Source: an optimization exercise on an open RTL-to-GDS flow (aim: small area). Production flows keep margins and buffers that such runs may drop. In this exercise RTL edits were held to simulation tests only and were not proved equivalent to the original. Power is estimated from default activity; no workload was simulated. The flow treats the clock pin as an ideal source, which a real chip does not have.

==> amber: inputs <==
Design top, start of the top module:
module top(clk, rst_n, in, valid_in, last_in, out, valid_out, last_out, ready);
	input wire clk, rst_n;
	input wire [32-1:0] in;
	input wire valid_in, last_in;
	output wire [32-1:0] out;
	output wire valid_out, last_out;
	output wire ready;
	reg busy;		 
	reg [4:0] n;		 
	reg [5:0] oc;		 
	reg ta, la;		 
	reg [32-1:0] xa;	 
	wire take = busy & valid_in;
	wire shift = ta | valid_out;
	wire [4:0] nb = ta ? n : 5'd0;
	assign ready = take;
	assign valid_out = (oc >= 6'd5);
	assign last_out = (oc == 6'd36);
always @(posedge clk) begin
	if (!rst_n) begin
		busy <= 1'b0;
		n <= 5'd0;
		oc <= 6'd0;
		ta <= 1'b0;
	end else begin
		if (!busy & valid_in)
			busy <= 1'b1;
		else if (ta & la)
			busy <= 1'b0;
		if (ta)
			n <= la ? 5'd0 : n + 5'd1;
		if (take & last_in)
			oc <= 6'd1;
		else if (oc == 6'd36)
			oc <= 6'd0;
		else if (oc != 6'd0)
			oc <= oc + 6'd1;
		ta <= take;
	end
end
	function cmp16;
		input [15:0] a, b;
		input c;
		integer k;
		reg r;
		begin
			r = c;
			for (k = 0; k < 16; k = k + 1)
				r = (a[k] & ~b[k]) | ((a[k] | ~b[k]) & r);
			cmp16 = r;
		end
	endfunction
always @(posedge clk) begin
	la <= last_in;
	xa <= in;
end
	wire x0 = cmp16(xa[15:0], in[15:0], 1'b1);
	reg [32-1:0] q0;			 
	reg [32-1:0] q [1:31];		 
	wire [32-1:0] qo [0:31];		 
	reg [31:0] r0;		 
	wire [32-1:0] v [0:31];
	wire [31:0] c0, ge, h, s, l;
	genvar i;
	generate
		for (i = 0; i < 32; i = i + 1) begin : g_cell
			wire [32-1:0] d;
			assign v[i] = ((i + 1) % 2) ? ~qo[i] : qo[i];
			assign c0[i] = cmp16(v[i][15:0], in[15:0], 1'b1);
			assign ge[i] = (i >= nb) | cmp16(v[i][31:16], xa[31:16], r0[i]);
			assign h[i] = ~(shift & ge[i]);
			if (i == 0) begin : b0
				assign s[0] = 1'b0;
				assign l[0] = shift & ge[0];
				assign qo[0] = q0;
				assign d = ({32{h[0]}} & q0) | ({32{l[0] & ta}} & ~xa);
				always @(posedge clk) begin
					q0 <= d;
					r0[0] <= (h[0] & c0[0]) | (l[0] & x0);
				end
			end else begin : bn
				assign s[i] = shift & ge[i] & ge[i-1];
				assign l[i] = shift & ge[i] & ~ge[i-1];
				assign qo[i] = q[i];
				assign d = ({32{h[i]}} & q[i]) | ({32{s[i]}} & ~qo[i-1]) | ({32{l[i]}} & (((i + 1) % 2) ? ~xa : xa));
				always @(posedge clk) begin
					q[i] <= d;
					r0[i] <= (h[i] & c0[i]) | (s[i] & c0[i-1]) | (l[i] & x0);
				end
			end
		end
	endgenerate
	assign out = v[31];
endmodule
==> module top, before the edit <==
module top(clk, rst_n, in, valid_in, last_in, out, valid_out, last_out, ready);
	input wire clk, rst_n;
	input wire [32-1:0] in;
	input wire valid_in, last_in;
	output wire [32-1:0] out;
	output wire valid_out, last_out;
	output wire ready;
	reg busy;		 
	reg [4:0] n;		 
	reg [5:0] oc;		 
	reg ta, la;		 
	reg [32-1:0] xa;	 
	wire take = busy & valid_in;
	wire shift = ta | valid_out;
	wire [4:0] nb = ta ? n : 5'd0;
	assign ready = take;
	assign valid_out = (oc >= 6'd5);
	assign last_out = (oc == 6'd36);
always @(posedge clk) begin
	if (!rst_n) begin
		busy <= 1'b0;
		n <= 5'd0;
		oc <= 6'd0;
		ta <= 1'b0;
	end else begin
		if (!busy & valid_in)
			busy <= 1'b1;
		else if (ta & la)
			busy <= 1'b0;
		if (ta)
			n <= la ? 5'd0 : n + 5'd1;
		if (take & last_in)
			oc <= 6'd1;
		else if (oc == 6'd36)
			oc <= 6'd0;
		else if (oc != 6'd0)
			oc <= oc + 6'd1;
		ta <= take;
	end
end
	function cmp16;
		input [15:0] a, b;
		input c;
		integer k;
		reg r;
		begin
			r = c;
			for (k = 0; k < 16; k = k + 1)
				r = (a[k] & ~b[k]) | ((a[k] | ~b[k]) & r);
			cmp16 = r;
		end
	endfunction
always @(posedge clk) begin
	la <= last_in;
	xa <= in;
end
	wire x0 = cmp16(xa[15:0], in[15:0], 1'b1);
	reg [32-1:0] q0;			 
	reg [32-1:0] q [1:31];		 
	wire [32-1:0] qo [0:31];		 
	reg [31:0] r0;		 
	wire [32-1:0] v [0:31];
	wire [31:0] c0, ge, h, s, l;
	genvar i;
	generate
		for (i = 0; i < 32; i = i + 1) begin : g_cell
			wire [32-1:0] d;
			assign v[i] = ((i + 1) % 2) ? ~qo[i] : qo[i];
			assign c0[i] = cmp16(v[i][15:0], in[15:0], 1'b1);
			assign ge[i] = (i >= nb) | cmp16(v[i][31:16], xa[31:16], r0[i]);
			assign h[i] = ~(shift & ge[i]);
			if (i == 0) begin : b0
				assign s[0] = 1'b0;
				assign l[0] = shift & ge[0];
				assign qo[0] = q0;
				assign d = ({32{h[0]}} & q0) | ({32{l[0] & ta}} & ~xa);
				always @(posedge clk) begin
					q0 <= d;
					r0[0] <= (h[0] & c0[0]) | (l[0] & x0);
				end
			end else begin : bn
				assign s[i] = shift & ge[i] & ge[i-1];
				assign l[i] = shift & ge[i] & ~ge[i-1];
				assign qo[i] = q[i];
				assign d = ({32{h[i]}} & q[i]) | ({32{s[i]}} & ~qo[i-1]) | ({32{l[i]}} & (((i + 1) % 2) ? ~xa : xa));
				always @(posedge clk) begin
					q[i] <= d;
					r0[i] <= (h[i] & c0[i]) | (s[i] & c0[i-1]) | (l[i] & x0);
				end
			end
		end
	endgenerate
	assign out = v[31];
endmodule
clock: 8.0 ns
lec_check: 0
cap_margin: 10
core_margin: 2
core_utilization: 70
slew_margin: 10
standard.sh (not shown) runs the stock make flow with config.mk's settings and CLKGATE_MAP_FILE= SYNTH_SCRIPT=/design/flow/synth_recipe.tcl, a recipe that flattens the netlist after the stock synthesis.
==> flow/flow/run.sh <==
#!/bin/bash
# Layout flow: the standard flow, except that synthesis maps the logic with
# an area-oriented ABC script (flow/area.abc) instead of ORFS's speed script,
# and the clock tree uses fewer, smaller buffers.
# Registers are untouched: synthesis is synth_recipe.tcl as given, with only the
# script argument of its abc call replaced.
set -euo pipefail
WORK=$(pwd)
{
	echo "proc abc {args} {"
	echo "  set i [lsearch -exact \$args -script]"
	echo "  if {\$i >= 0} { set args [lreplace \$args [expr {\$i + 1}] [expr {\$i + 1}] {$WORK/flow/area.abc}] }"
	echo "  yosys abc {*}\$args"
	echo "}"
	cat "$WORK/synth_recipe.tcl"
} > "$WORK/own_synth.tcl"
# synthesis with the area script
sed "s#SYNTH_SCRIPT=[^ ]*synth_recipe.tcl#SYNTH_SCRIPT=$WORK/own_synth.tcl#" standard.sh > own_synth.sh
bash own_synth.sh synth > "$WORK/synth.log" 2>&1
# the rest of the standard flow; clock tree with large clusters of flip-flops
# on clkbuf_16 leaves and no dummy loads
export CTS_ARGS="-sink_clustering_enable -repair_clock_nets -sink_clustering_size 30 -sink_clustering_max_diameter 100 -buf_list sky130_fd_sc_hd__clkbuf_16 -dont_use_dummy_load"
bash standard.sh > "$WORK/layout.log" 2>&1
==> flow/flow/area.abc <==
&get -n
&st
&dch
&nf -R 1000
&st
&dch
&nf -R 1000
&put
topo
stime -c
==> tundra: changes against amber <==
--- a/flow/design.v
+++ b/flow/design.v
@@ -52,7 +52,15 @@
 	endfunction
+	reg p;
+always @(posedge clk) begin
+	if (!rst_n)
+		p <= 1'b0;
+	else
+		p <= ~p;
+end
 always @(posedge clk) begin
 	la <= last_in;
-	xa <= in;
+	xa <= in ^ {32{~p}};
 end
-	wire x0 = cmp16(xa[15:0], in[15:0], 1'b1);
+	wire [15:0] inp = in[15:0] ^ {16{p}};	 
+	wire x0 = cmp16(xa[15:0], inp, ~p);
 	reg [32-1:0] q0;			 
@@ -61,3 +69,2 @@
 	reg [31:0] r0;		 
-	wire [32-1:0] v [0:31];
 	wire [31:0] c0, ge, h, s, l;
@@ -67,5 +74,4 @@
 			wire [32-1:0] d;
-			assign v[i] = ((i + 1) % 2) ? ~qo[i] : qo[i];
-			assign c0[i] = cmp16(v[i][15:0], in[15:0], 1'b1);
-			assign ge[i] = (i >= nb) | cmp16(v[i][31:16], xa[31:16], r0[i]);
+			assign c0[i] = cmp16(qo[i][15:0], inp, ~p);
+			assign ge[i] = (i >= nb) | (p ^ cmp16(qo[i][31:16], xa[31:16], ~r0[i]));
 			assign h[i] = ~(shift & ge[i]);
@@ -75,3 +81,3 @@
 				assign qo[0] = q0;
-				assign d = ({32{h[0]}} & q0) | ({32{l[0] & ta}} & ~xa);
+				assign d = ~(({32{h[0]}} & q0) | ({32{l[0] & ta}} & xa));
 				always @(posedge clk) begin
@@ -84,3 +90,3 @@
 				assign qo[i] = q[i];
-				assign d = ({32{h[i]}} & q[i]) | ({32{s[i]}} & ~qo[i-1]) | ({32{l[i]}} & (((i + 1) % 2) ? ~xa : xa));
+				assign d = ~(({32{h[i]}} & q[i]) | ({32{s[i]}} & qo[i-1]) | ({32{l[i]}} & xa));
 				always @(posedge clk) begin
@@ -92,3 +98,3 @@
 	endgenerate
-	assign out = v[31];
+	assign out = q[31] ^ {32{p}};
 endmodule
==> flow/flow/area.abc (replaced) <==
&get -n
&st
&dch
&nf -R 1000
&put
topo
stime -c
==> maple: changes against amber <==
--- a/flow/design.v
+++ b/flow/design.v
@@ -52,7 +52,15 @@
 	endfunction
+	reg p;
+always @(posedge clk) begin
+	if (!rst_n)
+		p <= 1'b0;
+	else
+		p <= ~p;
+end
 always @(posedge clk) begin
 	la <= last_in;
-	xa <= in;
+	xa <= in ^ {32{~p}};
 end
-	wire x0 = cmp16(xa[15:0], in[15:0], 1'b1);
+	wire [15:0] inp = in[15:0] ^ {16{p}};	 
+	wire x0 = cmp16(xa[15:0], inp, ~p);
 	reg [32-1:0] q0;			 
@@ -61,5 +69,4 @@
 	reg [31:0] r0;		 
-	wire [32-1:0] v [0:31];
 	wire [31:0] c0, ge, h, s, l;
-	genvar i;
+	genvar i, j;
 	generate
@@ -67,5 +74,4 @@
 			wire [32-1:0] d;
-			assign v[i] = ((i + 1) % 2) ? ~qo[i] : qo[i];
-			assign c0[i] = cmp16(v[i][15:0], in[15:0], 1'b1);
-			assign ge[i] = (i >= nb) | cmp16(v[i][31:16], xa[31:16], r0[i]);
+			assign c0[i] = cmp16(qo[i][15:0], inp, ~p);
+			assign ge[i] = (i >= nb) | (p ^ cmp16(qo[i][31:16], xa[31:16], ~r0[i]));
 			assign h[i] = ~(shift & ge[i]);
@@ -75,3 +81,5 @@
 				assign qo[0] = q0;
-				assign d = ({32{h[0]}} & q0) | ({32{l[0] & ta}} & ~xa);
+				for (j = 0; j < 32; j = j + 1) begin : b
+					aoi22 u(.y(d[j]), .a0(h[0]), .a1(q0[j]), .b0(l[0] & ta), .b1(xa[j]));
+				end
 				always @(posedge clk) begin
@@ -84,3 +92,5 @@
 				assign qo[i] = q[i];
-				assign d = ({32{h[i]}} & q[i]) | ({32{s[i]}} & ~qo[i-1]) | ({32{l[i]}} & (((i + 1) % 2) ? ~xa : xa));
+				for (j = 0; j < 32; j = j + 1) begin : b
+					aoi222 u(.y(d[j]), .a0(h[i]), .a1(q[i][j]), .b0(s[i]), .b1(qo[i-1][j]), .c0(l[i]), .c1(xa[j]));
+				end
 				always @(posedge clk) begin
@@ -92,3 +102,13 @@
 	endgenerate
-	assign out = v[31];
+	assign out = q[31] ^ {32{p}};
 endmodule
+module aoi222(y, a0, a1, b0, b1, c0, c1);
+	output wire y;
+	input wire a0, a1, b0, b1, c0, c1;
+	assign y = ~((a0 & a1) | (b0 & b1) | (c0 & c1));
+endmodule
+module aoi22(y, a0, a1, b0, b1);
+	output wire y;
+	input wire a0, a1, b0, b1;
+	assign y = ~((a0 & a1) | (b0 & b1));
+endmodule
--- a/flow/flow/run.sh
+++ b/flow/flow/run.sh
@@ -5,3 +5,4 @@
 # Registers are untouched: synthesis is synth_recipe.tcl as given, with only the
-# script argument of its abc call replaced.
+# script argument of its abc call replaced and two small modules kept apart
+# until its final flatten.
 set -euo pipefail
@@ -18,3 +19,5 @@
 sed "s#SYNTH_SCRIPT=[^ ]*synth_recipe.tcl#SYNTH_SCRIPT=$WORK/own_synth.tcl#" standard.sh > own_synth.sh
-bash own_synth.sh synth > "$WORK/synth.log" 2>&1
+# with each storage bit's and-or-invert (modules aoi222, aoi22 in top.v) mapped
+# on its own, then flattened as synth_recipe.tcl does
+SYNTH_KEEP_MODULES="aoi222 aoi22" bash own_synth.sh synth > "$WORK/synth.log" 2>&1
 # the rest of the standard flow; clock tree with large clusters of flip-flops
@@ -22,2 +25,4 @@
 export CTS_ARGS="-sink_clustering_enable -repair_clock_nets -sink_clustering_size 30 -sink_clustering_max_diameter 100 -buf_list sky130_fd_sc_hd__clkbuf_16 -dont_use_dummy_load"
+# every port still gets its own buffer, of the platform's smallest buffer cell
+export BUFFER_PORTS_ARGS="-buffer_cell sky130_fd_sc_hd__buf_1"
 bash standard.sh > "$WORK/layout.log" 2>&1
==> flow/flow/area.abc (replaced) <==
&get -n
&st
&dch -f
&nf -R 1000
&st
&dch -f
&nf -R 1000
&st
&dch -f
&nf -R 1000
&put
topo
stime -c
==> summary of the runs <==
tundra finished with timing, DRC and antenna clean. amber ran to the end with no violations. maple finished clean.
Against tundra, the synthesized area of amber is larger by 2.3%.
Between tundra and maple, the lower non-clock buffer count is in maple (gap 10).
Of maple and amber, maple has the higher utilization (gap 0.52 points).
The highest wire length belongs to amber, the lowest to maple.
The lowest global-route usage belongs to maple, the highest to amber.
In clock power, amber and maple hardly differ.
Die area: amber > tundra > maple.
Against amber, the flip-flop and latch count of tundra is higher by 1.
Critical path depth: amber < tundra < maple.

==> what the ideal ports hide <==
Ports are ideal in the flow. The routed layouts listed here were re-timed in OpenROAD.
Step 1 (the two cells are an assumption about what drives the block):
set clk [get_ports {clk}]
set_driving_cell -lib_cell sky130_fd_sc_hd__clkbuf_16 $clk
set_driving_cell -lib_cell sky130_fd_sc_hd__buf_2 [delete_from_list [all_inputs] $clk]
Step 2 also shifts input and output timing later by t, the mid clock arrival at the registers, as if the neighbouring blocks saw the same clock.
Three values: ideal ports, drivers, drivers and shift; two values: the first two.
run	t, ns	setup WS [ns]	hold WS [ns]	worst setup path after step 2	pins driven straight from the clock port
amber	0.692	1.527 / 1.569 / 0.877	0.474 / 0.474 / 0.474	input to register	1
tundra	0.679	0.147 / 0.182 / -0.498	0.468 / 0.468 / 0.468	input to register	1
maple	0.689	0.735 / 0.779 / 0.090	0.456 / 0.456 / 0.456	input to register	1
With both steps, setup timing fails in tundra, where it was met with ideal ports. The setup slack of amber, which loses most, moves by +0.042 ns with the drivers and by -0.650 ns with both steps.
